Source: an optimization exercise on an open RTL-to-GDS flow (aim: a short achievable clock period and few clock cycles). Production flows keep margins and buffers that such runs may drop.
The RTL was checked by simulation tests, not by an equivalence proof against the original design.
Power and IR drop assume default switching activity.

`flow/flow/run.sh`:
```
#!/bin/bash
# Standard synthesis and layout; only the setup margin that repair_timing aims for is raised.
set -euo pipefail
bash standard.sh synth > synth.log 2>&1
bash standard.sh SETUP_SLACK_MARGIN=8 finish > layout.log 2>&1
```
`flow/standard.sh`:
```
#!/bin/bash
# synth_recipe.tcl (not shown) runs the flow's synth.tcl, then flattens the netlist and writes it again
# the make line also repeats each setting of config.mk as NAME=value (left out here)
make -C /OpenROAD-flow-scripts/flow DESIGN_CONFIG=/design/flow/config.mk WORK_HOME=/design/flow/orfs CLKGATE_MAP_FILE= SYNTH_SCRIPT=/design/flow/synth_recipe.tcl "${@:-finish}"
```
`flow/config.mk`:
```
export PLATFORM = sky130hd
export DESIGN_NAME = minirv_pipe
export DESIGN_NICKNAME = minirv_pipe
export VERILOG_FILES = /design/flow/design.v
export SDC_FILE = /design/flow/constraint.sdc
export NUM_CORES = 4
export LEC_CHECK = 0
export CAP_MARGIN = 20
export CORE_MARGIN = 2
export CORE_UTILIZATION = 40
export SLEW_MARGIN = 20
```
`flow/constraint.sdc`:
```
create_clock -name core_clock -period 11.0 [get_ports {clk}]
set_input_delay 2.2000 -clock core_clock [delete_from_list [all_inputs] [get_ports {clk}]]
set_output_delay 2.2000 -clock core_clock [all_outputs]
set_load 0.01 [all_outputs]
```
`flow/design.v`:
```
module minirv_pipe(
input         clk,
input         rst_n,
output [31:0] imem_addr,
input  [31:0] imem_rdata,
output [31:0] dmem_addr,
output        dmem_we,
output [31:0] dmem_wdata,
input  [31:0] dmem_rdata,
output        debug_wb_have_inst,
output [31:0] debug_wb_pc,
output        debug_wb_ena,
output [4:0]  debug_wb_reg,
output [31:0] debug_wb_value
);
reg  [31:0] pc;
reg         id_valid;
reg  [31:0] id_inst;
reg  [31:0] id_pc;
reg  [31:0] id_target;     
reg  [31:0] id_pc4;
reg         id_is_br, id_off4, id_off8;
reg         id_pred;       
reg         ex_valid;
reg  [31:0] ex_pc;
reg  [31:0] ex_rs1v, ex_rs2v;
reg  [31:0] ex_imm;
reg  [31:0] ex_pres;       
reg  [31:0] ex_btarget;    
reg  [4:0]  ex_rd;
reg         ex_wen, ex_fwen;
reg         ex_is_load, ex_is_store, ex_is_sbsh, ex_is_br, ex_is_jalr, ex_pred;
reg  [2:0]  ex_f3;
reg         ex_bsel_imm;
reg         ex_sel_add, ex_sub, ex_sel_sll, ex_sel_slt, ex_sel_sltu, ex_sel_xor,
            ex_sel_sr, ex_sra, ex_sel_or, ex_sel_and, ex_sel_pres;
reg         ex_skip8;      
reg  [31:0] ex_jexp;       
reg         mem_valid;
reg  [31:0] mem_pc;
reg  [31:0] mem_result;    
reg  [31:0] mem_sdata;
reg  [4:0]  mem_rd;
reg         mem_wen, mem_fwen;
reg         mem_is_load, mem_is_sbsh;
reg  [2:0]  mem_f3;
reg         wb_we;         
reg  [31:0] wb_pc;
reg  [31:0] wb_result;     
reg  [4:0]  wb_rd;
reg         wb_wen;
reg  [31:0] dm_addr;
reg  [31:0] dm_wdata;
reg         dm_we;
reg  [32*32-1:32] rf;
wire [32*32-1:0] rf_all = {rf, 32'b0};
genvar gi;
generate
    for (gi = 1; gi < 32; gi = gi + 1) begin : g_rf
        always @(posedge clk or negedge rst_n) begin
            if (~rst_n)
                rf[gi*32 +: 32] <= 32'b0;
            else if (wb_we && wb_rd == gi)
                rf[gi*32 +: 32] <= wb_result;
        end
    end
endgenerate
wire [6:0] id_op   = id_inst[6:0];
wire [4:0] id_rd   = id_inst[11:7];
wire [2:0] id_f3   = id_inst[14:12];
wire [4:0] id_rs1  = id_inst[19:15];
wire [4:0] id_rs2  = id_inst[24:20];
wire id_lui   = id_op == 7'b0110111;
wire id_auipc = id_op == 7'b0010111;
wire id_jal   = id_op == 7'b1101111;
wire id_jalr  = id_op == 7'b1100111;
wire id_br    = id_op == 7'b1100011;
wire id_load  = id_op == 7'b0000011;
wire id_store = id_op == 7'b0100011;
wire id_opimm = id_op == 7'b0010011;
wire id_opr   = id_op == 7'b0110011;
wire id_wen   = id_lui | id_auipc | id_jal | id_jalr | id_load | id_opimm | id_opr;
wire id_fwen  = id_wen & (|id_rd);
wire id_use1  = id_jalr | id_br | id_load | id_store | id_opimm | id_opr;
wire id_use2  = id_br | id_store | id_opr;
wire [31:0] imm_i = {{20{id_inst[31]}}, id_inst[31:20]};
wire [31:0] imm_s = {{20{id_inst[31]}}, id_inst[31:25], id_inst[11:7]};
wire [31:0] imm_b = {{19{id_inst[31]}}, id_inst[31], id_inst[7], id_inst[30:25], id_inst[11:8], 1'b0};
wire [31:0] imm_u = {id_inst[31:12], 12'b0};
wire [31:0] imm_j = {{11{id_inst[31]}}, id_inst[31], id_inst[19:12], id_inst[20], id_inst[30:21], 1'b0};
wire [31:0] id_imm   = id_store ? imm_s : (id_lui | id_auipc) ? imm_u : imm_i;
wire [31:0] id_pres  = id_lui ? imm_u : id_auipc ? id_target : id_pc4;
wire [31:0] id_jexp  = id_pc + 32'd8 - imm_i;
wire [31:0] rf_r1 = rf_all[id_rs1*32 +: 32];
wire [31:0] rf_r2 = rf_all[id_rs2*32 +: 32];
wire        byp1  = wb_we & (wb_rd == id_rs1);
wire        byp2  = wb_we & (wb_rd == id_rs2);
wire [31:0] id_r1 = byp1 ? wb_result : rf_r1;
wire [31:0] id_r2 = byp2 ? wb_result : rf_r2;
wire f1_mem = ex_valid & ex_fwen & (ex_rd == id_rs1);
wire f2_mem = ex_valid & ex_fwen & (ex_rd == id_rs2);
wire f1_wb  = mem_valid & mem_fwen & (mem_rd == id_rs1) & ~f1_mem;
wire f2_wb  = mem_valid & mem_fwen & (mem_rd == id_rs2) & ~f2_mem;
wire load_use = id_valid & ex_valid & ex_is_load & (|ex_rd) &
                ((id_use1 & (ex_rd == id_rs1)) | (id_use2 & (ex_rd == id_rs2)));
wire stall_ex = mem_valid & mem_is_sbsh & ex_valid & (ex_is_load | ex_is_store);
wire stall_id = stall_ex | load_use;
wire [31:0] a  = ex_rs1v;
wire [31:0] r2 = ex_rs2v;
wire [31:0] b  = ex_bsel_imm ? ex_imm : r2;
wire [31:0] sum   = a + (ex_sub ? ~b : b) + {31'b0, ex_sub};
wire        slt   = (a[31] ^ b[31]) ? a[31] : (a[30:0] < b[30:0]);
wire        sltu  = a < b;
wire [31:0] sll_r = a << b[4:0];
wire [63:0] sr_x  = {{32{ex_sra & a[31]}}, a} >> b[4:0];
wire [31:0] sr_r  = sr_x[31:0];
wire [31:0] ex_res =
      ({32{ex_sel_add }} & sum)
    | ({32{ex_sel_sll }} & sll_r)
    | ({32{ex_sel_slt }} & {31'b0, slt})
    | ({32{ex_sel_sltu}} & {31'b0, sltu})
    | ({32{ex_sel_xor }} & (a ^ b))
    | ({32{ex_sel_sr  }} & sr_r)
    | ({32{ex_sel_or  }} & (a | b))
    | ({32{ex_sel_and }} & (a & b))
    | ({32{ex_sel_pres}} & ex_pres);
wire br_eq  = a == r2;
wire br_lt  = (a[31] ^ r2[31]) ? a[31] : (a[30:0] < r2[30:0]);
wire br_ltu = a < r2;
reg  br_taken;
always @(*) begin
    case (ex_f3)
        3'b000:  br_taken = br_eq;
        3'b001:  br_taken = ~br_eq;
        3'b100:  br_taken = br_lt;
        3'b101:  br_taken = ~br_lt;
        3'b110:  br_taken = br_ltu;
        default: br_taken = ~br_ltu;
    endcase
end
wire [31:0] agu         = a + ex_imm;    
wire [31:0] jalr_sum    = agu;
wire        jalr_skip   = a == ex_jexp;
wire        if_seq      = ~id_pred;
wire        ex_skip     = ex_valid & if_seq & ((ex_is_jalr & jalr_skip) | (ex_is_br & ex_skip8 & br_taken));
wire        ex_redirect = ex_valid & ((ex_is_jalr & ~(jalr_skip & if_seq)) | (ex_is_br & ~(ex_skip8 & if_seq) & (br_taken ^ ex_pred)));
wire [31:0] ex_target   = ex_is_jalr ? {jalr_sum[31:1], 1'b0} : (ex_pred ? ex_pres : ex_btarget);
wire [1:0]  ma = mem_result[1:0];
wire [31:0] rdata = dmem_rdata;
wire [7:0]  ld_b = ma[1] ? (ma[0] ? rdata[31:24] : rdata[23:16]) : (ma[0] ? rdata[15:8] : rdata[7:0]);
wire [15:0] ld_h = ma[1] ? rdata[31:16] : rdata[15:0];
reg  [31:0] ld_val;
always @(*) begin
    case (mem_f3)
        3'b000:  ld_val = {{24{ld_b[7]}}, ld_b};
        3'b100:  ld_val = {24'b0, ld_b};
        3'b001:  ld_val = {{16{ld_h[15]}}, ld_h};
        3'b101:  ld_val = {16'b0, ld_h};
        default: ld_val = rdata;
    endcase
end
wire [31:0] st_merged;
assign st_merged[7:0]   = (mem_f3[0] ? ~ma[1] : ma == 2'd0) ? mem_sdata[7:0]  : rdata[7:0];
assign st_merged[15:8]  = (mem_f3[0] ? ~ma[1] : ma == 2'd1) ? (mem_f3[0] ? mem_sdata[15:8] : mem_sdata[7:0]) : rdata[15:8];
assign st_merged[23:16] = (mem_f3[0] ?  ma[1] : ma == 2'd2) ? mem_sdata[7:0]  : rdata[23:16];
assign st_merged[31:24] = (mem_f3[0] ?  ma[1] : ma == 2'd3) ? (mem_f3[0] ? mem_sdata[15:8] : mem_sdata[7:0]) : rdata[31:24];
wire        pend_next = mem_valid & mem_is_sbsh;
wire [31:0] mem_fwd   = mem_is_load ? ld_val : mem_result;
always @(posedge clk) begin
    dm_addr  <= pend_next ? mem_result : agu;
    dm_wdata <= pend_next ? st_merged : r2;
end
always @(posedge clk or negedge rst_n) begin
    if (~rst_n) dm_we <= 1'b0;
    else        dm_we <= pend_next | (ex_valid & ~stall_ex & ex_is_store & ~ex_is_sbsh);
end
assign dmem_addr  = dm_addr;
assign dmem_we    = dm_we;
assign dmem_wdata = dm_wdata;
assign imem_addr = pc;
reg         dbg_have;
reg  [4:0]  dbg_reg;
reg  [31:0] dbg_value;
always @(posedge clk or negedge rst_n) begin
    if (~rst_n) dbg_have <= 1'b0;
    else        dbg_have <= mem_valid;
end
always @(posedge clk) begin
    if (mem_valid) begin
        dbg_reg   <= mem_rd;
        dbg_value <= mem_fwd;
    end
end
assign debug_wb_have_inst = dbg_have;
assign debug_wb_pc        = wb_pc;
assign debug_wb_ena       = wb_wen;
assign debug_wb_reg       = dbg_reg;
assign debug_wb_value     = dbg_value;
wire [31:0] fi = imem_rdata;
wire        if_jal = fi[6:0] == 7'b1101111;
wire        if_br  = fi[6:0] == 7'b1100011;
wire [31:0] if_relimm = if_jal ? {{11{fi[31]}}, fi[31], fi[19:12], fi[20], fi[30:21], 1'b0} :
                        if_br  ? {{19{fi[31]}}, fi[31], fi[7], fi[30:25], fi[11:8], 1'b0} :
                                 {fi[31:12], 12'b0};
wire        if_off4   = if_relimm == 32'd4;
wire        if_off8   = if_relimm == 32'd8;
wire        if_same   = fi[19:15] == fi[24:20];
wire        if_always = fi[14:12] == 3'b000 || fi[14:12] == 3'b101 || fi[14:12] == 3'b111;
wire        if_bpred  = if_br & (if_same ? if_always : fi[31]);
wire        if_taken  = (if_jal | if_bpred) & ~if_off4;
wire [31:0] if_target = pc + if_relimm;
wire [31:0] if_pc4    = pc + 32'd4;
always @(posedge clk or negedge rst_n) begin
    if (~rst_n) begin
        pc        <= 32'b0;
        id_valid  <= 1'b0;
        ex_valid  <= 1'b0;
        mem_valid <= 1'b0;
        wb_we     <= 1'b0;
    end else begin
        if (ex_redirect)      pc <= ex_target;
        else if (stall_id)    pc <= pc;
        else if (if_taken)    pc <= if_target;
        else                  pc <= if_pc4;
        if (ex_redirect)      id_valid <= 1'b0;
        else if (stall_id)    id_valid <= id_valid;
        else                  id_valid <= 1'b1;
        if (stall_ex)         ex_valid <= ex_valid;
        else                  ex_valid <= id_valid & ~ex_redirect & ~ex_skip & ~load_use;
        mem_valid <= ex_valid & ~stall_ex;
        wb_we     <= mem_valid & mem_fwen;
    end
end
always @(posedge clk) begin
    if (~stall_id) begin
        id_inst   <= imem_rdata;
        id_pc     <= pc;
        id_target <= if_target;
        id_pc4    <= if_pc4;
        id_is_br  <= if_br;
        id_off4   <= if_off4;
        id_off8   <= if_off8;
        id_pred   <= if_taken;
    end
end
always @(posedge clk) begin
    if (~stall_ex) begin
        ex_pc       <= id_pc;
        ex_rs1v     <= f1_mem ? ex_res : f1_wb ? mem_fwd : id_r1;
        ex_rs2v     <= f2_mem ? ex_res : f2_wb ? mem_fwd : id_r2;
        ex_imm      <= id_imm;
        ex_pres     <= id_pres;
        ex_btarget  <= id_target;
        ex_rd       <= id_rd;
        ex_wen      <= id_wen;
        ex_fwen     <= id_fwen;
        ex_is_load  <= id_load;
        ex_is_store <= id_store;
        ex_is_sbsh  <= id_store & ~id_f3[1];
        ex_is_br    <= id_is_br & ~id_off4;
        ex_skip8    <= id_off8 & ~id_pred;
        ex_jexp     <= id_jexp;
        ex_is_jalr  <= id_jalr;
        ex_pred     <= id_pred & id_is_br;
        ex_f3       <= id_f3;
        ex_bsel_imm <= ~(id_opr | id_br);
        ex_sel_add  <= id_load | id_store | ((id_opr | id_opimm) & id_f3 == 3'b000);
        ex_sub      <= id_opr & id_inst[30];
        ex_sel_sll  <= (id_opr | id_opimm) & id_f3 == 3'b001;
        ex_sel_slt  <= (id_opr | id_opimm) & id_f3 == 3'b010;
        ex_sel_sltu <= (id_opr | id_opimm) & id_f3 == 3'b011;
        ex_sel_xor  <= (id_opr | id_opimm) & id_f3 == 3'b100;
        ex_sel_sr   <= (id_opr | id_opimm) & id_f3 == 3'b101;
        ex_sra      <= id_inst[30];
        ex_sel_or   <= (id_opr | id_opimm) & id_f3 == 3'b110;
        ex_sel_and  <= (id_opr | id_opimm) & id_f3 == 3'b111;
        ex_sel_pres <= id_lui | id_auipc | id_jal | id_jalr;
    end
end
always @(posedge clk) begin
    mem_pc      <= ex_pc;
    mem_result  <= ex_res;
    mem_sdata   <= r2;
    mem_rd      <= ex_rd;
    mem_wen     <= ex_wen;
    mem_fwen    <= ex_fwen;
    mem_is_load <= ex_is_load;
    mem_is_sbsh <= ex_is_sbsh;
    mem_f3      <= ex_f3;
end
always @(posedge clk) begin
    wb_pc      <= mem_pc;
    wb_result  <= mem_fwd;
    wb_rd      <= mem_rd;
    wb_wen     <= mem_wen;
end
endmodule
```
==> summary.txt, run 1 <==
- Status: complete, no violations
- DRT iter0 DRCs: 8232
- Max_cap viols: 0
- Area grow syn2layout: 25.2%
- Final hold vios: 0
- RSZ-0062 raised after global routing: true
- Depth of the CTS H-tree: 4
- WL/cell: 33.9 um
- Overflow after GRT: 0
- Vias: 70600
- Mapped cell area: 93400 sq um
- Placed Instance Area: 99700 sq um
- Post-synth top flop: dfrtp_1
- Setup TNS: 0 ps
- Worst path cell trace: buf_8, or2_4, nor3_4, nor3b_4, buf_12, buf_12, nor2_4, ha_4, and3_4, buf_4, buf_4, a31oi_1, o21ai_4, buf_6, a21o_1, a21oi_2, xnor2_2, o211a_1, a21oi_2, mux2i_1
- Clock skew: 64.0 ps
- Detailed-route wire length: 379000 um
- Net count after synthesis: 7830
- Layout net count: 8380
- Vias in the first global route: 69200
- First-pass GRT wire length: 529000 um
- #FFs+latches synth: 1674
- Clock-pin slew on the worst setup and hold paths: 60 ps
- Max Slew Vio Count: 0
- Cell family with most CP delay: compound AO/OA/AOI/OAI gates
- Fmax: 212 MHz
- Most common cell after layout, fill and taps aside: mux2_2
- Tcrit/Tclk final: 42.9%
- Peak VDD IR: 0.184 mV
- Worst path slowest cell: nor3b_4
- Initial antenna violation count: 20
- Critical Path Sink Type: flop
- Routed Antenna Nets: 0
- Number of flip-flops under the largest register name: 992
- Lkg Pwr: 51.6 nW
- Clock Path Buffers: 3
- Die area: 237000 sq um
- Die Span Y: 487 um
- Rel. slew slack: 19.8%
- Filler Cells Inserted: 20000
- Top reg by flops: rf
- Die width: 487 um
- EDFF count, synth: 418
- Clock latency (worst-skew pair): 870 ps
- # setup viols final: 0
- Total CTS buffers: 184
- Site Rows: 177
- Slowest cell delay on critical path: 270 ps
- Final instance area: 117000 sq um
- Worst path arrival time: 5430 ps
- CTS tree: done
- Io pins: 234
- Port bufs: 233
- YS warnings: 1
- DRC Markers: 0
- Min setup slack post-route: 6280 ps
- Clock sink total: 1674
- Vias per std cell: 6.30
- Final non-filler cell total: 11200
- Crit Path Class: in2reg
- Synth unique cells: 92
- Root Driver: clkbuf_16
- First-pass DRT Iterations: 6
- Power density cells: 161 nW/um^2
- GPL Wtd Cong: 0.986
- Core ar.: 232000 sq um
- Critical Path RT: 11710 ps
- Final Total Pwr: 18.8 mW
- Crit path time final: 4720 ps
- GRT Resource Usage Total: 31.3%
- Asr flop ratio synth: 61.5%
- Synthesized area per cell: 12.5 sq um
- CP Launch Type: input port
- Leading cell types in the layout, fill and taps excluded: 1043 x mux2_2, 999 x dfrtp_1, 591 x mux4_2
- Post-Syn Instances: 7447
- Post-place setup slack: 4090 ps
- Inst Count DP: 10300
- Post-DP HPWL: 233000 um
- Largest net degree at the start of global routing: 123
- Critical path peak fanout: 5
- Starting Density: 40.2%
- Post-synthesis sequential area ratio: 45.9%
- CP Buf/Inv Count: 6
- Layout cells sized above 1: 44.7%
- Worst Max-Slew Pin Slew: 1200 ps
- HP Class: reg2reg
## report_power, final
| part | switching (mW) | internal (mW) | total [mW] |
|---|---|---|---|
| clock | 2.76 | 3.82 | 6.58 |
| sequential | 0.620 | 7.20 | 7.83 |
| combinational | 2.48 | 1.96 | 4.43 |
## kinds of logic after synthesis
| logic type | after synthesis | share of synthesized area [%] |
|---|---|---|
| muxes | 1944 | 30.2 |
| buffers and inverters | 796 | 3.27 |
| adders and majority gates | 317 | 4.28 |
| AOI/OAI and AO/OA | 1195 | 8.09 |
| xor gates and xnor gates | 237 | 2.22 |
| DFF | 1674 | 45.9 |
| and+or+nand+nor | 1284 | 6.04 |
## path summary, 6_finish.rpt
check | from | end | slack (ps) | depth (start not counted)
worst max register to register | ex_bsel_imm$_DFFE_PN_ | ex_rs1v[31]$_DFFE_PN_ | 6620 | 20
max in group asynchronous | rst_n | rf[137]$_DFFE_PN0P_ | 8170 | 3
worst min register to register | mem_pc[14]$_DFF_P_ | wb_pc[14]$_DFF_P_ | 330 | 0
min in group asynchronous | rst_n | rf[989]$_DFFE_PN0P_ | 1340 | 1
worst min-delay path | mem_pc[14]$_DFF_P_ | wb_pc[14]$_DFF_P_ | 330 | 0
worst max-delay path | imem_rdata[2] | pc[19]$_DFFE_PN0P_ | 6280 | 20
## layout make-up
cell class	instances	area [sq um]	area share [%]
Multi-Input combinational cell	4979	52200	44.7
Sequential cell	1674	43000	36.8
Timing Repair Buffer	932	10300	8.83
Clock buffer	260	5370	4.59
Tap cell	3043	3810	3.26
Clock inverter	78	1060	0.906
Inverter	216	988	0.846
Timing Repair inverter	10	91.3	0.0781
Antenna cell	8	20.0	0.0171
## cell usage after synthesis (17+ instances only)
| cell type | count | area share [%] |
|---|---|---|
| a22oi_1 | 23 | 0.18 |
| nor2b_1 | 23 | 0.15 |
| buf_1 | 120 | 0.48 |
| edfxtp_1 | 418 | 13 |
| a31oi_1 | 31 | 0.21 |
| nor4_1 | 24 | 0.16 |
| xnor2_1 | 135 | 1.3 |
| nor3_1 | 73 | 0.39 |
| a21oi_1 | 374 | 2.0 |
| xor2_1 | 102 | 0.96 |
| mux2_2 | 1057 | 13 |
| ha_1 | 313 | 4.2 |
| and3_1 | 35 | 0.23 |
| nand2b_1 | 38 | 0.25 |
| or3_1 | 17 | 0.11 |
| inv_1 | 209 | 0.84 |
| buf_2 | 36 | 0.19 |
| o21a_1 | 26 | 0.21 |
| dfrtp_1 | 1030 | 28 |
| nor2_1 | 439 | 1.8 |
| nand2_1 | 473 | 1.9 |
| nand4_1 | 33 | 0.22 |
| a221oi_1 | 28 | 0.26 |
| and2_1 | 21 | 0.14 |
| a22o_1 | 31 | 0.29 |
| clkbuf_1 | 420 | 1.7 |
| a211oi_1 | 46 | 0.37 |
| dfxtp_1 | 226 | 4.8 |
| o211ai_1 | 67 | 0.54 |
| mux2i_1 | 293 | 3.1 |
| a2111oi_0 | 19 | 0.18 |
| nand3_1 | 69 | 0.37 |
| o21bai_1 | 20 | 0.16 |
| mux4_2 | 590 | 14 |
| a21o_1 | 91 | 0.73 |
| o22ai_1 | 24 | 0.16 |
| o21ai_0 | 289 | 1.5 |
## what timing repair did
item                       4_1_cts  5_1_grt
setup endpoints to repair     1611      969
hold buffers                     0        0
cloned                          51        2
pin swaps                      216      186
setup buffers                  369      121
gates resized for setup       1795      357
## worst reg2reg max path: stages (launching register included)
cell and delay [ps]:
edfxtp_1 470, buf_4 180, buf_6 110, buf_6 120, buf_16 130, mux2i_1 110, buf_4 190, xnor2_2 150
ha_2 220, a21o_1 180, a21o_1 200, a2111oi_4 390, or3_4 200, o41ai_4 70, buf_6 150, a31oi_4 260
a311oi_4 140, a211o_1 320, a311oi_4 270, buf_6 190, a21oi_2 60
## metrics by stage
step                      util (%)  hold slack (ps)
final                         50.3              325
after floorplan                  -              310
after global routing          50.3              331
after global placement        42.9              310
after detailed placement      42.9              312
after CTS                     49.2              319
## routing by layer
metal  share of wire [%]  wire, um  track usage (%)  vias to the layer above
li1                    -         -                -                    29000
met2                  45    172000             48.6                     3686
met1                  39    146000             40.2                    36800
met4                 7.8     29700             19.9                       14
met5               0.024        92                0                        -
met3                 8.2     31200             5.98                     1079
Testbench counts, summed over its fixed seeds: cycles 195,676.
==> inputs of run 2 (changes only) <==
--- a/flow/design.v
+++ b/flow/design.v
@@ -14,5 +14,7 @@
 output [31:0] debug_wb_value
 );
-reg  [31:0] pc;
+reg  [31:0] pc;            
+reg  [31:0] pc_n;          
+wire [31:0] pci = ~pc_n;
 reg         id_valid;
 reg  [31:0] id_inst;
@@ -20,6 +22,11 @@
 reg  [31:0] id_target;     
 reg  [31:0] id_pc4;
+reg  [31:0] id_pc8;
 reg         id_is_br, id_off4, id_off8;
 reg         id_pred;       
+reg  [31:0] id_recv;       
+reg         rec_valid;     
+reg  [4:0]  rec_rd;
+reg  [31:0] rec_val;
 reg         ex_valid;
 reg  [31:0] ex_pc;
@@ -32,9 +39,13 @@
 reg         ex_is_load, ex_is_store, ex_is_sbsh, ex_is_br, ex_is_jalr, ex_pred;
 reg  [2:0]  ex_f3;
-reg         ex_bsel_imm;
+reg  [31:0] ex_opb;        
+reg  [31:0] ex_opbx;       
 reg         ex_sel_add, ex_sub, ex_sel_sll, ex_sel_slt, ex_sel_sltu, ex_sel_xor,
             ex_sel_sr, ex_sra, ex_sel_or, ex_sel_and, ex_sel_pres;
 reg         ex_skip8;      
+reg         ex_is_addi;
+reg  [31:0] ex_nimm;       
 reg  [31:0] ex_jexp;       
+reg         ex_jpred;      
 reg         mem_valid;
 reg  [31:0] mem_pc;
@@ -53,4 +64,8 @@
 reg  [31:0] dm_wdata;
 reg         dm_we;
+reg         dm_drain;      
+reg         sb_valid;
+reg  [29:0] sb_addr;       
+reg  [31:0] sb_data;
 reg  [32*32-1:32] rf;
 wire [32*32-1:0] rf_all = {rf, 32'b0};
@@ -90,6 +105,6 @@
 wire [31:0] imm_j = {{11{id_inst[31]}}, id_inst[31], id_inst[19:12], id_inst[20], id_inst[30:21], 1'b0};
 wire [31:0] id_imm   = id_store ? imm_s : (id_lui | id_auipc) ? imm_u : imm_i;
-wire [31:0] id_pres  = id_lui ? imm_u : id_auipc ? id_target : id_pc4;
-wire [31:0] id_jexp  = id_pc + 32'd8 - imm_i;
+wire [31:0] id_pres  = id_lui ? imm_u : id_auipc ? id_pc + imm_u : id_pc4;
+wire [31:0] id_jexp  = id_pc8 - imm_i;
 wire [31:0] rf_r1 = rf_all[id_rs1*32 +: 32];
 wire [31:0] rf_r2 = rf_all[id_rs2*32 +: 32];
@@ -104,10 +119,18 @@
 wire load_use = id_valid & ex_valid & ex_is_load & (|ex_rd) &
                 ((id_use1 & (ex_rd == id_rs1)) | (id_use2 & (ex_rd == id_rs2)));
-wire stall_ex = mem_valid & mem_is_sbsh & ex_valid & (ex_is_load | ex_is_store);
+wire sb_ins   = mem_valid & mem_is_sbsh;             
+wire sb_vnext = sb_ins | (sb_valid & ~dm_drain);     
+wire stall_ex = ex_valid & ex_is_store & sb_vnext;
 wire stall_id = stall_ex | load_use;
+wire id_zdep = ex_valid & ex_is_addi & ex_fwen & id_is_br & ~id_off4 & (id_f3[2:1] == 2'b00) &
+               (((ex_rd == id_rs1) & (id_rs2 == 5'd0)) | ((ex_rd == id_rs2) & (id_rs1 == 5'd0)));
+wire id_zero = ex_rs1v == ex_nimm;
+wire id_ztaken = id_zero ^ id_f3[0];
+wire id_redirect = id_valid & id_zdep & (id_ztaken ^ id_pred);
+wire [31:0] id_rtarget = id_ztaken ? id_target : id_pc4;
 wire [31:0] a  = ex_rs1v;
 wire [31:0] r2 = ex_rs2v;
-wire [31:0] b  = ex_bsel_imm ? ex_imm : r2;
-wire [31:0] sum   = a + (ex_sub ? ~b : b) + {31'b0, ex_sub};
+wire [31:0] b  = ex_opb;
+wire [31:0] sum   = a + ex_opbx + {31'b0, ex_sub};
 wire        slt   = (a[31] ^ b[31]) ? a[31] : (a[30:0] < b[30:0]);
 wire        sltu  = a < b;
@@ -141,11 +164,12 @@
 wire [31:0] agu         = a + ex_imm;    
 wire [31:0] jalr_sum    = agu;
-wire        jalr_skip   = a == ex_jexp;
+wire        jalr_ok     = a == ex_jexp;
 wire        if_seq      = ~id_pred;
-wire        ex_skip     = ex_valid & if_seq & ((ex_is_jalr & jalr_skip) | (ex_is_br & ex_skip8 & br_taken));
-wire        ex_redirect = ex_valid & ((ex_is_jalr & ~(jalr_skip & if_seq)) | (ex_is_br & ~(ex_skip8 & if_seq) & (br_taken ^ ex_pred)));
+wire        ex_skip     = ex_valid & if_seq & ((ex_is_jalr & ~ex_jpred & jalr_ok) | (ex_is_br & ex_skip8 & br_taken));
+wire        ex_redirect = ex_valid & ((ex_is_jalr & ~(jalr_ok & (ex_jpred | if_seq))) | (ex_is_br & ~(ex_skip8 & if_seq) & (br_taken ^ ex_pred)));
 wire [31:0] ex_target   = ex_is_jalr ? {jalr_sum[31:1], 1'b0} : (ex_pred ? ex_pres : ex_btarget);
 wire [1:0]  ma = mem_result[1:0];
-wire [31:0] rdata = dmem_rdata;
+wire        sb_hit = sb_valid & (sb_addr == mem_result[31:2]);
+wire [31:0] rdata = sb_hit ? sb_data : dmem_rdata;
 wire [7:0]  ld_b = ma[1] ? (ma[0] ? rdata[31:24] : rdata[23:16]) : (ma[0] ? rdata[15:8] : rdata[7:0]);
 wire [15:0] ld_h = ma[1] ? rdata[31:16] : rdata[15:0];
@@ -165,13 +189,25 @@
 assign st_merged[23:16] = (mem_f3[0] ?  ma[1] : ma == 2'd2) ? mem_sdata[7:0]  : rdata[23:16];
 assign st_merged[31:24] = (mem_f3[0] ?  ma[1] : ma == 2'd3) ? (mem_f3[0] ? mem_sdata[15:8] : mem_sdata[7:0]) : rdata[31:24];
-wire        pend_next = mem_valid & mem_is_sbsh;
+wire        ex_adv_mem = ex_valid & (ex_is_load | ex_is_store) & ~stall_ex;
+wire        drain_next = sb_vnext & ~ex_adv_mem;
 wire [31:0] mem_fwd   = mem_is_load ? ld_val : mem_result;
 always @(posedge clk) begin
-    dm_addr  <= pend_next ? mem_result : agu;
-    dm_wdata <= pend_next ? st_merged : r2;
+    dm_addr  <= ex_adv_mem ? agu : sb_ins ? mem_result : {sb_addr, 2'b00};
+    dm_wdata <= ex_adv_mem ? r2  : sb_ins ? st_merged  : sb_data;
+    if (sb_ins) begin
+        sb_addr <= mem_result[31:2];
+        sb_data <= st_merged;
+    end
 end
 always @(posedge clk or negedge rst_n) begin
-    if (~rst_n) dm_we <= 1'b0;
-    else        dm_we <= pend_next | (ex_valid & ~stall_ex & ex_is_store & ~ex_is_sbsh);
+    if (~rst_n) begin
+        dm_we    <= 1'b0;
+        dm_drain <= 1'b0;
+        sb_valid <= 1'b0;
+    end else begin
+        dm_we    <= ex_adv_mem ? (ex_is_store & ~ex_is_sbsh) : drain_next;
+        dm_drain <= drain_next;
+        sb_valid <= sb_vnext;
+    end
 end
 assign dmem_addr  = dm_addr;
@@ -200,18 +236,52 @@
 wire        if_jal = fi[6:0] == 7'b1101111;
 wire        if_br  = fi[6:0] == 7'b1100011;
-wire [31:0] if_relimm = if_jal ? {{11{fi[31]}}, fi[31], fi[19:12], fi[20], fi[30:21], 1'b0} :
-                        if_br  ? {{19{fi[31]}}, fi[31], fi[7], fi[30:25], fi[11:8], 1'b0} :
-                                 {fi[31:12], 12'b0};
-wire        if_off4   = if_relimm == 32'd4;
-wire        if_off8   = if_relimm == 32'd8;
+wire [31:0] if_imm_j  = {{11{fi[31]}}, fi[31], fi[19:12], fi[20], fi[30:21], 1'b0};
+wire [31:0] if_imm_b  = {{19{fi[31]}}, fi[31], fi[7], fi[30:25], fi[11:8], 1'b0};
+wire        if_off4   = if_jal ? if_imm_j == 32'd4 : if_imm_b == 32'd4;
+wire        if_off8   = if_jal ? if_imm_j == 32'd8 : if_imm_b == 32'd8;
 wire        if_same   = fi[19:15] == fi[24:20];
 wire        if_always = fi[14:12] == 3'b000 || fi[14:12] == 3'b101 || fi[14:12] == 3'b111;
-wire        if_bpred  = if_br & (if_same ? if_always : fi[31]);
-wire        if_taken  = (if_jal | if_bpred) & ~if_off4;
-wire [31:0] if_target = pc + if_relimm;
-wire [31:0] if_pc4    = pc + 32'd4;
+wire        if_z2     = fi[24:20] == 5'd0;
+wire        if_z1     = fi[19:15] == 5'd0;
+wire        if_zpred  = (fi[14:12] == 3'b001) | (fi[14:12] == (if_z2 ? 3'b111 : 3'b110));
+wire        if_zknown = fi[14:12] != 3'b100 && fi[14:12] != 3'b101;
+wire        if_bpred  = if_br & (if_same ? if_always :
+                                 ((if_z1 | if_z2) & if_zknown) ? if_zpred : fi[31]);
+wire        if_jalr   = fi[6:0] == 7'b1100111;
+wire        if_jpred  = if_jalr & rec_valid & (fi[19:15] == rec_rd);
+wire        if_taken  = ((if_jal | if_bpred) & ~if_off4) | if_jpred;
+wire [31:0] if_tgt_j  = pci + if_imm_j;
+wire [31:0] if_tgt_b  = pci + if_imm_b;
+wire [31:0] if_tgt_r  = rec_val + {{20{fi[31]}}, fi[31:20]};
+wire [31:0] if_target = if_jal ? if_tgt_j : if_jalr ? {if_tgt_r[31:1], 1'b0} : if_tgt_b;
+wire        if_auipc  = fi[6:0] == 7'b0010111;
+wire        if_writes = if_auipc | if_jal | if_jalr | (fi[6:0] == 7'b0110111) | (fi[6:0] == 7'b0000011) |
+                        (fi[6:0] == 7'b0010011) | (fi[6:0] == 7'b0110011);
+always @(posedge clk or negedge rst_n) begin
+    if (~rst_n)
+        rec_valid <= 1'b0;
+    else if (~stall_id) begin
+        if (if_auipc & (|fi[11:7]))                 rec_valid <= 1'b1;
+        else if (if_writes & (fi[11:7] == rec_rd))  rec_valid <= 1'b0;
+    end
+end
+always @(posedge clk) begin
+    if (~stall_id & if_auipc) begin
+        rec_rd  <= fi[11:7];
+        rec_val <= pci + {fi[31:12], 12'b0};
+    end
+end
+wire [31:0] if_pc4    = pci + 32'd4;
+wire        pc_take_if = if_taken & ~ex_redirect & ~id_redirect & ~stall_id;
+wire [31:0] pc_other   = ex_redirect ? ex_target : id_redirect ? id_rtarget : stall_id ? pci : if_pc4;
+wire [31:0] pc_next    = pc_take_if ? if_target : pc_other;
+wire        id_bsel_imm = ~(id_opr | id_br);
+wire        id_sub   = id_opr & id_inst[30];
+wire [31:0] id_b_fwd = f2_mem ? ex_res : f2_wb ? mem_fwd : id_r2;
+wire [31:0] id_opb   = id_bsel_imm ? id_imm : id_b_fwd;
 always @(posedge clk or negedge rst_n) begin
     if (~rst_n) begin
         pc        <= 32'b0;
+        pc_n      <= 32'hffffffff;
         id_valid  <= 1'b0;
         ex_valid  <= 1'b0;
@@ -219,9 +289,8 @@
         wb_we     <= 1'b0;
     end else begin
-        if (ex_redirect)      pc <= ex_target;
-        else if (stall_id)    pc <= pc;
-        else if (if_taken)    pc <= if_target;
-        else                  pc <= if_pc4;
+        pc   <= pc_next;
+        pc_n <= ~pc_next;
         if (ex_redirect)      id_valid <= 1'b0;
+        else if (id_redirect) id_valid <= 1'b0;
         else if (stall_id)    id_valid <= id_valid;
         else                  id_valid <= 1'b1;
@@ -235,11 +304,13 @@
     if (~stall_id) begin
         id_inst   <= imem_rdata;
-        id_pc     <= pc;
+        id_pc     <= pci;
         id_target <= if_target;
         id_pc4    <= if_pc4;
+        id_pc8    <= pci + 32'd8;
         id_is_br  <= if_br;
         id_off4   <= if_off4;
         id_off8   <= if_off8;
         id_pred   <= if_taken;
+        id_recv   <= rec_val;
     end
 end
@@ -248,5 +319,7 @@
         ex_pc       <= id_pc;
         ex_rs1v     <= f1_mem ? ex_res : f1_wb ? mem_fwd : id_r1;
-        ex_rs2v     <= f2_mem ? ex_res : f2_wb ? mem_fwd : id_r2;
+        ex_rs2v     <= id_b_fwd;
+        ex_opb      <= id_opb;
+        ex_opbx     <= id_sub ? ~id_b_fwd : id_opb;
         ex_imm      <= id_imm;
         ex_pres     <= id_pres;
@@ -258,13 +331,15 @@
         ex_is_store <= id_store;
         ex_is_sbsh  <= id_store & ~id_f3[1];
-        ex_is_br    <= id_is_br & ~id_off4;
+        ex_is_br    <= id_is_br & ~id_off4 & ~id_zdep;
+        ex_is_addi  <= id_opimm & (id_f3 == 3'b000);
+        ex_nimm     <= 32'd0 - imm_i;
         ex_skip8    <= id_off8 & ~id_pred;
-        ex_jexp     <= id_jexp;
+        ex_jexp     <= id_pred ? id_recv : id_jexp;
+        ex_jpred    <= id_pred & id_jalr;
         ex_is_jalr  <= id_jalr;
         ex_pred     <= id_pred & id_is_br;
         ex_f3       <= id_f3;
-        ex_bsel_imm <= ~(id_opr | id_br);
         ex_sel_add  <= id_load | id_store | ((id_opr | id_opimm) & id_f3 == 3'b000);
-        ex_sub      <= id_opr & id_inst[30];
+        ex_sub      <= id_sub;
         ex_sel_sll  <= (id_opr | id_opimm) & id_f3 == 3'b001;
         ex_sel_slt  <= (id_opr | id_opimm) & id_f3 == 3'b010;
==> summary.txt, run 2 <==
- Status: complete, no violations
- Overflow after GRT: 0
- Mapped cell area: 109000 sq um
- Number of flip-flops under the largest register name: 992
- First-pass DRT Iterations: 8
- Worst path slowest cell: edfxtp_1
- # setup viols final: 0
- Clock-pin slew on the worst setup and hold paths: 60 ps
- Vias in the first global route: 84600
- Worst path arrival time: 5080 ps
- Critical Path RT: 11800 ps
- Top cells by area, synth: dfrtp_1 24%, edfxtp_1 17%, mux4_2 13%
- Die area: 278000 sq um
- Post-synth top area share: 23.6%
- Critical path peak fanout: 5
- Layout net count: 10100
- Hold_sp: mem_pc[25]$_DFF_P_
- DRT iter0 DRCs: 10800
- Vias per std cell: 6.39
- Crit Path Class: reg2reg
- Depth of the CTS H-tree: 4
- Total CTS buffers: 221
- Post-synth top flop: dfrtp_1
- EDFF count, synth: 626
- Setup TNS: 0 ps
- Post-DP HPWL: 294000 um
- Clock skew: 116 ps
- CTS tree: done
- Fmax: 234 MHz
- Post-synthesis sequential area ratio: 46.3%
- WL/cell: 35.0 um
- Final hold vios: 0
- R2r endpoint: pc[31]$_DFF_PN0_
- FF/Latch Area: 50900 sq um
- Die width: 527 um
- Routed Antenna Nets: 0
- Post-Syn Instances: 8929
- Hold Crit Endpoint: wb_pc[25]$_DFF_P_
- Max Slew Vio Count: 0
- CP Buf/Inv Count: 5
- Io pins: 234
- Asr flop ratio synth: 54.6%
- Site Rows: 192
- CP most frequent cell: buf_6
- Clock Path Buffers: 4
- GRT Resource Usage Total: 32.9%
- Worst Max-Slew Pin Slew: 1180 ps
- HP Class: reg2reg
- Synth area leader: dfrtp_1
- Root Driver: clkbuf_16
- FF-to-FF Start: ex_rs2v[29]$_DFFE_PN_
- Clock latency (worst-skew pair): 980 ps
- Initial antenna violation count: 27
- First-pass GRT wire length: 653000 um
- Vias: 86200
- Max_cap viols: 0
- CP Launch Type: flop
- DRC Markers: 0
- Area of the multi-input gates: 62900 sq um
- Port bufs: 233
- Fin util: 51.6%
- Peak VDD IR: 0.159 mV
- Net count after synthesis: 9332
- Area grow syn2layout: 28.8%
- Synthesized area per cell: 12.3 sq um
- Cells on worst reg2reg path: 16
- #FFs+latches synth: 1949
- Filler Cells Inserted: 23000
- Power density cells: 169 nW/um^2
- Cell family with most CP delay: simple AND/OR/NAND/NOR gates
- Most common cell in the netlist: mux2_2
- Layout cells sized above 1: 45.4%
- Tcrit/Tclk final: 38.9%
- Post-CTS Hold Buffers: 0
- Rel. slew slack: 21.0%
- YS warnings: 1
- Slowest cell delay on critical path: 580 ps
- Starting Density: 40.1%
- Hold Worst Slack: 290 ps
- Synth unique cells: 94
- Die Span Y: 527 um
- Top cells by count, synth: 1093 x mux2_2, 1033 x dfrtp_1, 638 x mux4_2
- Crit path time final: 4280 ps
- Clock sink total: 1949
- Core ar.: 273000 sq um
- R2R setup slack: 6720 ps
- GPL Wtd Cong: 0.980
- Worst path cell trace: inv_2, ha_4, nand4_1, buf_6, or4_4, a31oi_1, o211ai_1, mux2_4, or3_4, a2111oi_4, buf_4, nand3_4, buf_6, buf_12, a31o_1, a21o_1
- Leading cell types in the layout, fill and taps excluded: 1061 x mux2_2, 1016 x dfrtp_1, 638 x mux4_2
- Most common cell after layout, fill and taps aside: mux2_2
- Top reg by flops: rf
- Detailed-route wire length: 472000 um
- Largest net degree at the start of global routing: 170
- WHS Path Cells: 0
- Lkg Pwr: 59.7 nW
- Critical Path Sink Type: flop
- RSZ-0062 raised after global routing: true
==> run 2: area by class of cell <==
type,instances,area share (%)
diodes,20,0.0355
clock buffers,335,4.81
clock inverters,79,0.609
inverters,290,0.862
multi-input cells,6019,44.6
flip-flops and latches,1949,36.1
well taps,3589,3.19
repair buffers,1201,9.75
repair inverters,3,0.0151
==> run 2: worst reg2reg max path: cells and delay by family (launching register included) <==
kind,cells,cell delay (ps)
flip-flops,1,580
buffers and inverters,5,750
AO/OA/AOI/OAI,5,1040
AND/OR/NAND/NOR,4,1200
multiplexers,1,350
adder cells (fa/ha/maj),1,290
==> run 2: kinds of logic (layout without fill, tap and decap cells) <==
logic type      Yosys count  count (layout)  synth area share, %
compound gates         1621            1622                 9.46
buf+inv                 966            1908                 3.37
other cells               0              20                    0
flops                  1949            1949                 46.3
mux                    2029            2029                 27.1
xor+xnor                375             375                 3.00
fa+ha+maj               337             337                 3.92
simple gates           1652            1656                 6.85
==> run 2: where the power goes <==
part           switching [mW]  internal, mW  total, mW
Sequential              0.840          8.58       9.42
Clock                    3.28          4.51       7.78
Combinational            3.70          2.86       6.56
Total                    7.82          15.9       23.8
==> run 2: how the worst max path moves through the flow <==
stage                                startpoint                    end  slack (ps)  depth (start not counted)
after floorplan             mem_valid$_DFF_PN0_    dm_wdata[0]$_DFF_P_        4130                          8
after global placement           imem_rdata[21]       pc[31]$_DFF_PN0_        4440                         12
after detailed placement         imem_rdata[21]       pc[31]$_DFF_PN0_        4540                         12
after CTS                        imem_rdata[14]  rec_val[31]$_DFFE_PP_        6790                         14
after global routing       ex_rs1v[0]$_DFFE_PN_  ex_opbx[20]$_DFFE_PN_        6730                         17
final                     ex_rs2v[29]$_DFFE_PN_       pc[31]$_DFF_PN0_        6720                         16
==> run 2: timing repair <==
item | CTS | global route
endpoints found under the setup margin | 1753 | 853
cloned | 69 | 6
setup buffers | 461 | 214
pin swaps | 343 | 338
resized for setup | 2382 | 537
==> run 2: per-stage QoR <==
stage	instances	instance area, sq um	power [mW]	worst slack [ps]
finish	13500	141000	23.8	6720
global route	13500	141000	24.5	6730
floorplan	8929	111000	12.2	4130
global placement	12300	117000	14.4	4440
detailed placement	12300	117000	14.4	4540
CTS	13200	137000	23.2	6790
==> run 2: layer usage <==
metal	routed length (um)	vias up	track usage, %
met5	78	-	0
met4	39500	12	22.2
met3	46900	1360	7.19
met2	208000	5145	49.9
met1	177000	44500	42.3
li1	-	35200	-
Testbench counts of run 2, summed over its fixed seeds: cycles 188,256.
==> inputs of run 3 (changes only) <==
--- a/flow/design.v
+++ b/flow/design.v
@@ -28,5 +28,8 @@
 reg         rec_valid;     
 reg  [4:0]  rec_rd;
-reg  [31:0] rec_val;
+reg  [31:0] rec_any;       
+reg         rec_new;       
+reg  [31:0] rec_old;       
+wire [31:0] rec_val = rec_new ? rec_any : rec_old;
 reg         ex_valid;
 reg  [31:0] ex_pc;
@@ -56,8 +59,7 @@
 reg         mem_is_load, mem_is_sbsh;
 reg  [2:0]  mem_f3;
-reg         wb_we;         
 reg  [31:0] wb_pc;
 reg  [31:0] wb_result;     
-reg  [4:0]  wb_rd;
+reg  [4:0]  wb_rd;         
 reg         wb_wen;
 reg  [31:0] dm_addr;
@@ -76,5 +78,5 @@
             if (~rst_n)
                 rf[gi*32 +: 32] <= 32'b0;
-            else if (wb_we && wb_rd == gi)
+            else if (wb_rd == gi)
                 rf[gi*32 +: 32] <= wb_result;
         end
@@ -109,6 +111,6 @@
 wire [31:0] rf_r1 = rf_all[id_rs1*32 +: 32];
 wire [31:0] rf_r2 = rf_all[id_rs2*32 +: 32];
-wire        byp1  = wb_we & (wb_rd == id_rs1);
-wire        byp2  = wb_we & (wb_rd == id_rs2);
+wire        byp1  = (|wb_rd) & (wb_rd == id_rs1);
+wire        byp2  = (|wb_rd) & (wb_rd == id_rs2);
 wire [31:0] id_r1 = byp1 ? wb_result : rf_r1;
 wire [31:0] id_r2 = byp2 ? wb_result : rf_r2;
@@ -121,12 +123,14 @@
 wire sb_ins   = mem_valid & mem_is_sbsh;             
 wire sb_vnext = sb_ins | (sb_valid & ~dm_drain);     
-wire stall_ex = ex_valid & ex_is_store & sb_vnext;
-wire stall_id = stall_ex | load_use;
+wire ex_mem_op = ex_valid & (ex_is_load | ex_is_store);
+wire st_wait  = id_valid & id_store & ((ex_valid & ex_is_sbsh) | (sb_vnext & ex_mem_op));
+wire stall_id = st_wait | load_use;
 wire id_zdep = ex_valid & ex_is_addi & ex_fwen & id_is_br & ~id_off4 & (id_f3[2:1] == 2'b00) &
                (((ex_rd == id_rs1) & (id_rs2 == 5'd0)) | ((ex_rd == id_rs2) & (id_rs1 == 5'd0)));
 wire id_zero = ex_rs1v == ex_nimm;
 wire id_ztaken = id_zero ^ id_f3[0];
-wire id_redirect = id_valid & id_zdep & (id_ztaken ^ id_pred);
-wire [31:0] id_rtarget = id_ztaken ? id_target : id_pc4;
+wire id_jfar     = id_jal & ~id_pred & ~id_off4;    
+wire id_redirect = id_valid & ((id_zdep & (id_ztaken ^ id_pred)) | id_jfar) & ~ex_skip;
+wire [31:0] id_rtarget = id_jfar ? id_pc + imm_j : id_ztaken ? id_target : id_pc4;
 wire [31:0] a  = ex_rs1v;
 wire [31:0] r2 = ex_rs2v;
@@ -189,5 +193,5 @@
 assign st_merged[23:16] = (mem_f3[0] ?  ma[1] : ma == 2'd2) ? mem_sdata[7:0]  : rdata[23:16];
 assign st_merged[31:24] = (mem_f3[0] ?  ma[1] : ma == 2'd3) ? (mem_f3[0] ? mem_sdata[15:8] : mem_sdata[7:0]) : rdata[31:24];
-wire        ex_adv_mem = ex_valid & (ex_is_load | ex_is_store) & ~stall_ex;
+wire        ex_adv_mem = ex_mem_op;
 wire        drain_next = sb_vnext & ~ex_adv_mem;
 wire [31:0] mem_fwd   = mem_is_load ? ld_val : mem_result;
@@ -223,8 +227,6 @@
 end
 always @(posedge clk) begin
-    if (mem_valid) begin
-        dbg_reg   <= mem_rd;
-        dbg_value <= mem_fwd;
-    end
+    dbg_reg   <= mem_rd;
+    dbg_value <= mem_fwd;
 end
 assign debug_wb_have_inst = dbg_have;
@@ -250,9 +252,23 @@
 wire        if_jalr   = fi[6:0] == 7'b1100111;
 wire        if_jpred  = if_jalr & rec_valid & (fi[19:15] == rec_rd);
-wire        if_taken  = ((if_jal | if_bpred) & ~if_off4) | if_jpred;
-wire [31:0] if_tgt_j  = pci + if_imm_j;
-wire [31:0] if_tgt_b  = pci + if_imm_b;
-wire [31:0] if_tgt_r  = rec_val + {{20{fi[31]}}, fi[31:20]};
-wire [31:0] if_target = if_jal ? if_tgt_j : if_jalr ? {if_tgt_r[31:1], 1'b0} : if_tgt_b;
+wire        if_jnear  = if_jal & (fi[19:12] == {8{fi[31]}});
+wire        if_taken  = ((if_jnear | if_bpred) & ~if_off4) | if_jpred;
+wire [13:0] if_lo_b   = {1'b0, pci[12:0]} + {1'b0, if_imm_b[12:0]};
+wire [18:0] if_hb     = pci[31:13];
+wire [18:0] if_hb_p   = if_hb + 19'd1;
+wire [18:0] if_hb_m   = if_hb - 19'd1;
+wire [18:0] if_hi_b   = fi[31] ? (if_lo_b[13] ? if_hb : if_hb_m) : (if_lo_b[13] ? if_hb_p : if_hb);
+wire [31:0] if_tgt_b  = {if_hi_b, if_lo_b[12:0]};
+wire [13:0] if_lo_j   = {1'b0, pci[12:0]} + {1'b0, if_imm_j[12:0]};
+wire [18:0] if_hi_j   = fi[31] ? (if_lo_j[13] ? if_hb : if_hb_m) : (if_lo_j[13] ? if_hb_p : if_hb);
+wire [31:0] if_tgt_j  = {if_hi_j, if_lo_j[12:0]};    
+wire [12:0] if_lo_r   = {1'b0, rec_val[11:0]} + {1'b0, fi[31:20]};
+wire [19:0] if_hr     = rec_val[31:12];
+wire [19:0] if_hr_p   = if_hr + 20'd1;
+wire [19:0] if_hr_m   = if_hr - 20'd1;
+wire [19:0] if_hi_r   = fi[31] ? (if_lo_r[12] ? if_hr : if_hr_m) : (if_lo_r[12] ? if_hr_p : if_hr);
+wire [31:0] if_tgt_r  = {if_hi_r, if_lo_r[11:0]};
+wire [31:0] if_target = ({32{if_jal}} & if_tgt_j) | ({32{if_jalr}} & {if_tgt_r[31:1], 1'b0}) |
+                        ({32{~if_jal & ~if_jalr}} & if_tgt_b);
 wire        if_auipc  = fi[6:0] == 7'b0010111;
 wire        if_writes = if_auipc | if_jal | if_jalr | (fi[6:0] == 7'b0110111) | (fi[6:0] == 7'b0000011) |
@@ -267,8 +283,9 @@
 end
 always @(posedge clk) begin
-    if (~stall_id & if_auipc) begin
+    if (~stall_id & if_auipc & (|fi[11:7]))
         rec_rd  <= fi[11:7];
-        rec_val <= pci + {fi[31:12], 12'b0};
-    end
+    rec_any <= pci + {fi[31:12], 12'b0};
+    rec_new <= ~stall_id & if_auipc & (|fi[11:7]);
+    rec_old <= rec_val;
 end
 wire [31:0] if_pc4    = pci + 32'd4;
@@ -287,5 +304,5 @@
         ex_valid  <= 1'b0;
         mem_valid <= 1'b0;
-        wb_we     <= 1'b0;
+        wb_rd     <= 5'd0;
     end else begin
         pc   <= pc_next;
@@ -295,8 +312,7 @@
         else if (stall_id)    id_valid <= id_valid;
         else                  id_valid <= 1'b1;
-        if (stall_ex)         ex_valid <= ex_valid;
-        else                  ex_valid <= id_valid & ~ex_redirect & ~ex_skip & ~load_use;
-        mem_valid <= ex_valid & ~stall_ex;
-        wb_we     <= mem_valid & mem_fwen;
+        ex_valid <= id_valid & ~ex_redirect & ~ex_skip & ~stall_id;
+        mem_valid <= ex_valid;
+        wb_rd     <= (mem_valid & mem_fwen) ? mem_rd : 5'd0;
     end
 end
@@ -316,5 +332,5 @@
 end
 always @(posedge clk) begin
-    if (~stall_ex) begin
+    begin
         ex_pc       <= id_pc;
         ex_rs1v     <= f1_mem ? ex_res : f1_wb ? mem_fwd : id_r1;
@@ -366,6 +382,6 @@
 always @(posedge clk) begin
     wb_pc      <= mem_pc;
-    wb_result  <= mem_fwd;
-    wb_rd      <= mem_rd;
+    if (mem_valid & mem_fwen)
+        wb_result <= mem_fwd;
     wb_wen     <= mem_wen;
 end
==> summary.txt, run 3 <==
- Peak VDD IR: 0.138 mV
- Io pins: 234
- Synth area leader: dfrtp_1
- Most common cell in the netlist: mux2_2
- Top cells by count, synth: 1085 x mux2_2, 1037 x dfrtp_1, 654 x dfxtp_1
- Critical Path Sink Type: flop
- Worst path cell trace: buf_6, buf_6, and2_4, fa_2, a211oi_4, o21ai_2, nand3_2, nand3_4, nand2_4, buf_4, and3_4, nand2_4, nor4_2, a31oi_1, xnor2_1, a221o_1, mux2_2
- DRC Markers: 0
- Crit. Startpoint: imem_rdata[20]
- Die Span Y: 521 um
- Detailed-route wire length: 465000 um
- Rel. slew slack: 16.9%
- #FFs+latches synth: 1981
- Clock skew: 127 ps
- GRT Resource Usage Total: 33.1%
- Synthesized area per cell: 11.8 sq um
- Net count after synthesis: 9430
- Met3 wire len: 46600 um
- Final instance area: 138000 sq um
- Clock latency (worst-skew pair): 970 ps
- First-pass DRT Iterations: 7
- Met1 Wirelength: 178000 um
- Crit path time final: 4360 ps
- Final hold vios: 0
- Starting Density: 40.3%
- Worst Max-Slew Pin Slew: 1250 ps
- Most common cell after layout, fill and taps aside: mux2_2
- HP Class: reg2reg
- Post-CTS Hold Buffers: 0
- Top routing layer used: met5
- Vias per std cell: 6.34
- DRT iter0 DRCs: 10500
- Layout cells sized above 1: 44.9%
- Top reg by flops: rf
- Post-synth top flop: dfrtp_1
- Post-Syn Instances: 9037
- Core ar.: 266000 sq um
- Die width: 521 um
- Total CTS buffers: 221
- Depth of the CTS H-tree: 4
- FF-to-FF Start: ex_rs1v[0]$_DFF_P_
- Post-synth top area share: 24.3%
- Cell family with most CP delay: simple AND/OR/NAND/NOR gates
- Overflow after GRT: 0
- Top cells by area, synth: dfrtp_1 24%, mux4_2 14%, dfxtp_1 12%
- Port bufs: 233
- Met2 layer wire length in the routed design: 204000 um
- Crit Path Class: in2reg
- Critical Path RT: 11760 ps
- First-pass GRT wire length: 642000 um
- # setup viols final: 0
- Largest net degree at the start of global routing: 184
- Routed Antenna Nets: 0
- Initial antenna violation count: 35
- Max Slew Vio Count: 0
- Hold_sp: mem_pc[29]$_DFF_P_
- Setup TNS: 0 ps
- Area grow syn2layout: 29.1%
- Clock-pin slew on the worst setup and hold paths: 60 ps
- Leading cell types in the layout, fill and taps excluded: 1057 x mux2_2, 1021 x dfrtp_1, 652 x mux4_2
- RSZ-0062 raised after global routing: true
- CP Launch Type: input port
- Worst path arrival time: 5120 ps
- Number of flip-flops under the largest register name: 992
- Post-DP HPWL: 295000 um
- Layout net count: 10200
- Synth unique cells: 105
- Lkg Pwr: 59.3 nW
- Clock sink total: 1981
- GPL Wtd Cong: 0.992
- Status: complete, no violations
- CTS tree: done
- EDFF count, synth: 258
- Tcrit/Tclk final: 39.6%
- Clock Path Buffers: 4
- Placed Instance Area: 114000 sq um
- Max_cap viols: 0
- Power density cells: 174 nW/um^2
- Fmax: 230 MHz
- Asr flop ratio synth: 54.0%
- WL/cell: 34.3 um
- Site Rows: 189
- Post-synthesis sequential area ratio: 44.5%
- Vias: 86100
- Critical path peak fanout: 6
- Worst path slowest cell: fa_2
- Slowest cell delay on critical path: 370 ps
- CP Buf/Inv Count: 3
- Vias in the first global route: 83700
- YS warnings: 1
- Die area: 272000 sq um
- Root Driver: clkbuf_16
- Mapped cell area: 107000 sq um
run 3: layer usage:
metal | track usage (%) | vias to the layer above
met5 | 0 | -
met4 | 21.8 | 18
met3 | 7.70 | 1320
met2 | 49.4 | 4985
met1 | 42.9 | 44400
li1 | - | 35300
run 3: worst paths after layout:
kind	end	depth (start not counted)	slack (ps)
min	wb_pc[29]$_DFF_P_	0	320
min reg2reg	wb_pc[29]$_DFF_P_	0	320
min in group asynchronous	rf[755]$_DFFE_PN0N_	1	1250
max in group asynchronous	pc_n[13]$_DFF_PN1_	3	8150
max reg2reg	pc[28]$_DFF_PN0_	19	6720
max	pc[25]$_DFF_PN0_	17	6640
run 3: layout make-up:
cell class	count	area, sq um
fillers	22400	127000
multi-input cells	6101	62800
flip-flops and latches	1981	47800
repair buffers	1237	14300
clock buffers	307	6330
well taps	3533	4420
inverters	289	1170
clock inverters	101	1160
diodes	17	42.5
repair inverters	2	21.3
run 3: report_power, final:
part / internal (mW) / switching (mW) / total, mW
Clock: 4.44 / 3.30 / 7.74
Sequential: 8.48 / 0.920 / 9.40
Combinational: 3.05 / 3.89 / 6.94
run 3: kinds of logic (layout without fill, tap and decap cells):
group | count (synthesis) | after routing | synth area share [%]
flip-flops | 1981 | 1981 | 44.5
XOR/XNOR | 373 | 373 | 3.08
AO/OA/AOI/OAI | 1623 | 1623 | 9.63
buffers and inverters | 963 | 1936 | 3.50
other | 0 | 17 | 0
adder cells (fa/ha/maj) | 328 | 328 | 3.90
multiplexers | 2020 | 2020 | 27.8
AND/OR/NAND/NOR | 1749 | 1757 | 7.55
run 3: what timing repair did:
action                                  4_1_cts  5_1_grt
pin swaps                                   326      317
buffers inserted                            500      212
endpoints found under the setup margin     1353      918
gates resized for setup                    2349      627
cloned                                       64       10
run 3: through the flow:
step / utilization (%) / hold slack (ps) / power [mW] / std cells / worst slack, ps
4_1_cts: 50.1 / 323 / 23.4 / 13300 / 6770
3_5_place_dp: 43.0 / 312 / 14.7 / 12300 / 3600
6_report: 52.0 / 318 / 24.1 / 13600 / 6640
2_1_floorplan: - / 310 / 12.2 / 9037 / 6110
5_1_grt: 52.0 / 326 / 24.8 / 13600 / 6590
3_3_place_gp: 42.9 / 310 / 14.6 / 12300 / 3710
Testbench counts of run 3, summed over its fixed seeds: cycles 188,256.
==> inputs of run 4 (changes only) <==
--- a/flow/config.mk
+++ b/flow/config.mk
@@ -8,4 +8,5 @@
 export CAP_MARGIN = 20
 export CORE_MARGIN = 2
-export CORE_UTILIZATION = 40
+export CORE_UTILIZATION = 60
+export PLACE_DENSITY = 0.72
 export SLEW_MARGIN = 20
==> summary.txt, run 4 <==
- DRC Markers: 0
- GPL Wtd Cong: 1.04
- CTS tree: done
- Worst path slowest cell: or4_4
- Initial antenna violation count: 33
- #FFs+latches synth: 1981
- Worst path arrival time: 5150 ps
- Sw Share: 34.2%
- CP Buf/Inv Count: 3
- Post-synth top flop: dfrtp_1
- Status: complete, no violations
- Synth area leader: dfrtp_1
- WHS Path Cells: 0
- Routed Antenna Nets: 0
- Top cells by count, synth: 1085 x mux2_2, 1037 x dfrtp_1, 654 x dfxtp_1
- Most common cell after layout, fill and taps aside: mux2_2
- Port bufs: 233
- Post-Syn Instances: 9037
- Clock skew: 66.4 ps
- Critical Path RT: 11820 ps
- Vias: 90800
- EDFF count, synth: 258
- Leading cell types in the layout, fill and taps excluded: 1062 x mux2_2, 1028 x dfrtp_1, 652 x mux4_2
- Hold Crit Endpoint: wb_pc[24]$_DFF_P_
- Synthesized area per cell: 11.8 sq um
- Tcrit/Tclk final: 39.3%
- Cell family with most CP delay: simple AND/OR/NAND/NOR gates
- Clock power frac: 31.1%
- RSZ-0062 raised after global routing: true
- Power density cells: 174 nW/um^2
- Root Driver: clkbuf_16
- Mapped cell area: 107000 sq um
- Hold_sp: mem_pc[24]$_DFF_P_
- First-pass GRT wire length: 649000 um
- Asr flop ratio synth: 54.0%
- Placed Instance Area: 113000 sq um
- Detailed-route wire length: 476000 um
- FF-to-FF Start: id_inst[21]$_DFFE_PN_
- Net load switching power: 8.24 mW
- Layout cells sized above 1: 46.2%
- Rel. slew slack: 19.2%
- Vias in the first global route: 87800
- Final instance area: 139000 sq um
- Crit Path Class: in2reg
- Worst path cell trace: buf_12, buf_4, ha_4, o21ai_0, nand2b_1, nand3_2, nand3_4, nand2_4, buf_6, or4_4, a21oi_4, xnor2_2, o22ai_1, a211o_1, and2_4, or3_1
- Net count after synthesis: 9430
- Final hold vios: 0
- Setup TNS: 0 ps
- Starting Density: 60.5%
- Reg power frac: 39.2%
- R2R setup slack: 6670 ps
- First-pass DRT Iterations: 10
- FF/Latch Area: 47800 sq um
- HP Class: reg2reg
- Total CTS buffers: 206
- Crit path time final: 4330 ps
- Io pins: 234
- Layout net count: 10300
- Fmax: 231 MHz
- YS warnings: 1
- Area grow syn2layout: 29.9%
- GRT Resource Usage Total: 50.7%
- Peak VDD IR: 0.193 mV
- Post-synth top area share: 24.3%
- Core ar.: 177000 sq um
- Clock-pin slew on the worst setup and hold paths: 70 ps
- Post-synthesis sequential area ratio: 44.5%
- Die area: 182000 sq um
- Worst Max-Slew Pin Slew: 1200 ps
- Filler Cells Inserted: 10200
- Overflow after GRT: 0
- Crit. Startpoint: imem_rdata[26]
- Depth of the CTS H-tree: 4
- Site Rows: 154
- Number of flip-flops under the largest register name: 992
- Synth unique cells: 105
- Clock latency (worst-skew pair): 960 ps
- Die Span Y: 426 um
- Max Slew Vio Count: 0
- Internal power: 15.9 mW
- Clock Path Buffers: 3
- Max_cap viols: 0
- Clock sink total: 1981
- Critical path peak fanout: 4
- Vias per std cell: 7.28
- Die width: 426 um
- WL/cell: 38.2 um
- Lkg Pwr: 60.1 nW
- CP Launch Type: input port
- DRT iter0 DRCs: 13600
- # setup viols final: 0
- Top cells by area, synth: dfrtp_1 24%, mux4_2 14%, dfxtp_1 12%
- Slowest cell delay on critical path: 430 ps
- Most common cell in the netlist: mux2_2
- Area of the multi-input gates: 63400 sq um
- Critical Path Sink Type: flop
- Cells on worst reg2reg path: 16
- R2r endpoint: ex_opbx[30]$_DFF_P_
- Top reg by flops: rf
- Combinational share of power: 29.7%
- Largest net degree at the start of global routing: 118
- Post-DP HPWL: 280000 um
==> run 4: cell counts after synthesis <==
No cell type changed its count.
==> run 4: power by group through the flow <==
stage	Clock (mW)	Sequential (mW)	Combinational, mW
final	7.49	9.46	7.16
after global routing	7.77	9.46	7.39
after CTS	7.44	9.34	6.19
after detailed placement	0	9.45	5.05
after global placement	0	9.43	4.99
after floorplan	0	8.97	3.27
==> run 4: what timing repair did <==
action	in CTS	in global routing
pin swaps	387	332
resized for setup	2581	658
hold buffers	0	0
endpoints found under the setup margin	1336	919
gates cloned	86	25
buffers inserted	565	238
==> run 4: area by class of cell <==
type | count | area share (%)
Multi-Input combinational cell | 6104 | 45.7
Timing Repair inverter | 3 | 0.0288
Sequential cell | 1981 | 34.4
Antenna cell | 19 | 0.0342
Inverter | 289 | 0.868
Tap cell | 2340 | 2.11
Clock buffer | 281 | 4.31
Clock inverter | 107 | 0.874
Timing Repair Buffer | 1353 | 11.7
==> run 4: worst max path at each step <==
stage / to / slack (ps) / cells after the start
after floorplan: pc[31]$_DFF_PN0_ / 6110 / 15
after global placement: pc[28]$_DFF_PN0_ / 3840 / 12
after detailed placement: pc[28]$_DFF_PN0_ / 3710 / 12
after CTS: pc[29]$_DFF_PN0_ / 6800 / 15
after global routing: pc[29]$_DFF_PN0_ / 6630 / 15
final: pc[28]$_DFF_PN0_ / 6670 / 16
==> run 4: cells by family (layout without fill, tap and decap cells) <==
kind of cell	after synthesis	after routing	share of synthesized area [%]
multiplexers	2020	2020	27.8
flip-flops	1981	1981	44.5
AND/OR/NAND/NOR	1749	1760	7.55
AO/OA/AOI/OAI	1623	1623	9.63
buffers and inverters	963	2033	3.50
XOR/XNOR	373	373	3.08
adder cells (fa/ha/maj)	328	328	3.90
other	0	19	0
==> run 4: layer usage <==
layer / vias up / part of all wire (%) / GRT usage, %
li1: 35600 / - / -
met1: 45300 / 33 / 61.8
met2: 7487 / 42 / 71.0
met3: 2445 / 14 / 18.8
met4: 30 / 11 / 43.5
met5: - / 0.067 / 0.820
==> run 4: stage by stage <==
step | total power, mW | worst slack (ps) | instances | utilization (%) | hold slack [ps]
after floorplan | 12.2 | 6110 | 9037 | - | 310
after global placement | 14.4 | 3840 | 11100 | 63.7 | 310
after detailed placement | 14.5 | 3710 | 11100 | 63.7 | 312
after CTS | 23.0 | 6800 | 12200 | 75.4 | 321
after global routing | 24.6 | 6630 | 12500 | 78.6 | 325
final | 24.1 | 6670 | 12500 | 78.6 | 319

-- re-timing with driven ports --
No port has a modelled driver above. Below, the same layouts with a new extraction and two added sets of constraints. Step 1 sets driving cells, clkbuf_16 on the clock port and buf_2 on the other inputs (assumed; they add their load-dependent delay and slew). Step 2 adds t to the input delays and takes it off the output delays; t is the mean of the earliest and latest rising clock arrival at the registers after step 1. Input paths then give back, and output paths get back, about the clock's delay inside the block. Slacks: ideal ports / drivers / drivers and shift; pairs: ideal ports / drivers.
run	shift t [ns]	setup slack, ns	worst setup path at the end
run 1	0.932	6.277 / 6.317 / 5.385	input to register
run 2	1.016	6.720 / 6.720 / 5.852	input to register
run 3	1.002	6.643 / 6.708 / 5.705	input to register
run 4	1.026	6.674 / 6.674 / 5.698	input to register
After both steps setup and hold are still met in every run listed. For run 4, which loses most, drivers alone change the setup slack by 0.000 ns; drivers and shift together by -0.976 ns.
